This design comes from an exercise in tuning for small area on the open sky130 flow, not from production work. Function was checked by simulation only, so behaviour that the tests miss may differ from the original. Power figures rest on the tool's default switching activity, not on a simulated workload.

## cpu
module cpu (
  output [7:0]  led,
  output [15:0] seg0,
  output [15:0] seg1,
  output [15:0] seg2,
  output [15:0] seg3,
  output [15:0] seg4,
  output [15:0] seg5,
  output [15:0] seg6,
  output [15:0] seg7,
  output [15:0] seg8,
  output [15:0] seg9,
  output [15:0] sega,
  output [15:0] segb,
  output [15:0] segc,
  output [15:0] segd,
  output [15:0] sege,
  output [15:0] segf,
  output [7:0]  imem_addr,
  input  [15:0] imem_rdata,
  output [7:0]  dmem_addr,
  output [15:0] dmem_wdata,
  output        dmem_we,
  input  [15:0] dmem_rdata,
  input  start,
  input  stop,
  input  CLK,
  input  RSTN
  );
Size in the first run: roughly 730 flip-flops, about 330 I/O pins, ~44000 µm² of cells after synthesis.
==> flow/config.mk <==
export PLATFORM = sky130hd
export DESIGN_NAME = cpu
export DESIGN_NICKNAME = cpu
export VERILOG_FILES = /design/flow/design.v
export SDC_FILE = /design/flow/constraint.sdc
export NUM_CORES = 4
export LEC_CHECK = 0
export CAP_MARGIN = 10
export CORE_MARGIN = 2
export CORE_UTILIZATION = 45
export PLACE_DENSITY = 0.6
export SETUP_SLACK_MARGIN = 0.1
export SLEW_MARGIN = 10
==> flow/constraint.sdc <==
create_clock -name core_clock -period 8.0 [get_ports {CLK}]
set_input_delay 1.6000 -clock core_clock [delete_from_list [all_inputs] [get_ports {CLK}]]
set_output_delay 1.6000 -clock core_clock [all_outputs]
set_load 0.01 [all_outputs]
standard.sh (not shown) runs the stock make flow with config.mk's settings and CLKGATE_MAP_FILE= SYNTH_SCRIPT=/design/flow/synth_recipe.tcl, a recipe that flattens the netlist after the stock synthesis.
==> flow/flow/run.sh <==
#!/bin/bash
# The standard layout, with three changes:
#  - port buffers are the smallest buffer cell (buf_1) instead of the
#    cell buffer_ports picks by default (clkdlybuf4s50_1); every input and
#    output still gets its own buffer;
#  - clock tree synthesis inserts no dummy loads;
#  - clock tree synthesis clusters up to 30 sinks per leaf buffer.
set -euo pipefail
bash standard.sh \
  "BUFFER_PORTS_ARGS=-buffer_cell sky130_fd_sc_hd__buf_1" \
  "CTS_ARGS=-sink_clustering_enable -repair_clock_nets -dont_use_dummy_load -sink_clustering_size 30 -sink_clustering_max_diameter 80" \
  finish > flow_make.log 2>&1
The starting point finished clean.
Change:
--- a/flow/config.mk
+++ b/flow/config.mk
@@ -8,6 +8,6 @@
 export CAP_MARGIN = 10
 export CORE_MARGIN = 2
-export CORE_UTILIZATION = 45
-export PLACE_DENSITY = 0.6
+export CORE_UTILIZATION = 60
+export PLACE_DENSITY = 0.75
 export SETUP_SLACK_MARGIN = 0.1
 export SLEW_MARGIN = 10
Effect: The changed run finished clean. Global-route usage goes up by 11 points. Design area goes down by about 1.1%. Total power hardly moves. Via count increases by 2.2%. Setup slack gains 0.044 ns. Hold slack improved by 0.056 ns. Area after synthesis stays the same. First-iteration DRC count climbs by 21%. Clock-buffer cell count falls by 5.

* * *

Starting RTL as in the previous note.
export LEC_CHECK = 0
export CAP_MARGIN = 10
export CORE_MARGIN = 2
export CORE_UTILIZATION = 45
export PLACE_DENSITY = 0.6
export SETUP_SLACK_MARGIN = 0.1
export SLEW_MARGIN = 10
create_clock -name core_clock -period 8.0 [get_ports {CLK}]
==> flow/flow/run.sh <==
#!/bin/bash
# The standard layout, with three changes:
#  - port buffers are the smallest buffer cell (buf_1) instead of the
#    cell buffer_ports picks by default (clkdlybuf4s50_1); every input and
#    output still gets its own buffer;
#  - timing-driven global placement uses its resizer runs only to weight
#    nets (GPL_KEEP_OVERFLOW=0 keeps none of their buffers); the later
#    repair steps still fix every electrical and timing violation;
#  - clock tree synthesis inserts no dummy loads.
set -euo pipefail
bash standard.sh \
  "BUFFER_PORTS_ARGS=-buffer_cell sky130_fd_sc_hd__buf_1" \
  "GPL_KEEP_OVERFLOW=0" \
  "CTS_ARGS=-sink_clustering_enable -repair_clock_nets -dont_use_dummy_load" \
  finish > flow_make.log 2>&1
Edit:
--- a/flow/flow/run.sh
+++ b/flow/flow/run.sh
@@ -2 +2 @@
-# The standard layout, with three changes:
+# The standard layout, with two changes:
@@ -6,3 +5,0 @@
-#  - timing-driven global placement uses its resizer runs only to weight
-#    nets (GPL_KEEP_OVERFLOW=0 keeps none of their buffers); the later
-#    repair steps still fix every electrical and timing violation;
@@ -13 +9,0 @@
-  "GPL_KEEP_OVERFLOW=0" \
After rerunning: Via count came out higher by 0.78%. Routed wire length came out higher by 3.4%. Synthesized cell count does not change. Critical path depth came out lower by 2. Die area is unchanged. Sequential power came out lower by 4.0%. Clock power is about the same. Sequential cell count stays the same. Setup slack improves by 0.035 ns.

[re-timing with driven ports]
In the flow no input, the clock included, has a driving cell. The finished layouts below were timed again as built, in two steps.
Step 1 assumes that a clkbuf_16 drives the clock port and a buf_2 every other input.
Step 2 adds t to the input delays and takes it off the output delays; t is the mean of the earliest and latest rising clock arrival at the registers after step 1. Input paths then give back, and output paths get back, about the clock's delay inside the block.
a / b / c = ideal / step 1 / step 2; a / b = the first two.
run	shift t [ns]	slack for setup (ns)	worst hold slack (ns)	slew at the worst register clock pin (ns)
the first run of note 1	0.698	0.233 / 0.233 / 0.233	0.367 / 0.367 / 0.367	0.12 / 0.12
the second run of note 1	0.663	0.277 / 0.277 / 0.277	0.423 / 0.423 / 0.423	0.12 / 0.12
the first run of note 2	0.719	0.249 / 0.249 / 0.249	0.456 / 0.456 / 0.456	0.07 / 0.07
the second run of note 2	0.722	0.284 / 0.284 / 0.284	0.403 / 0.403 / 0.403	0.06 / 0.06
After both steps every run listed still meets setup and hold.
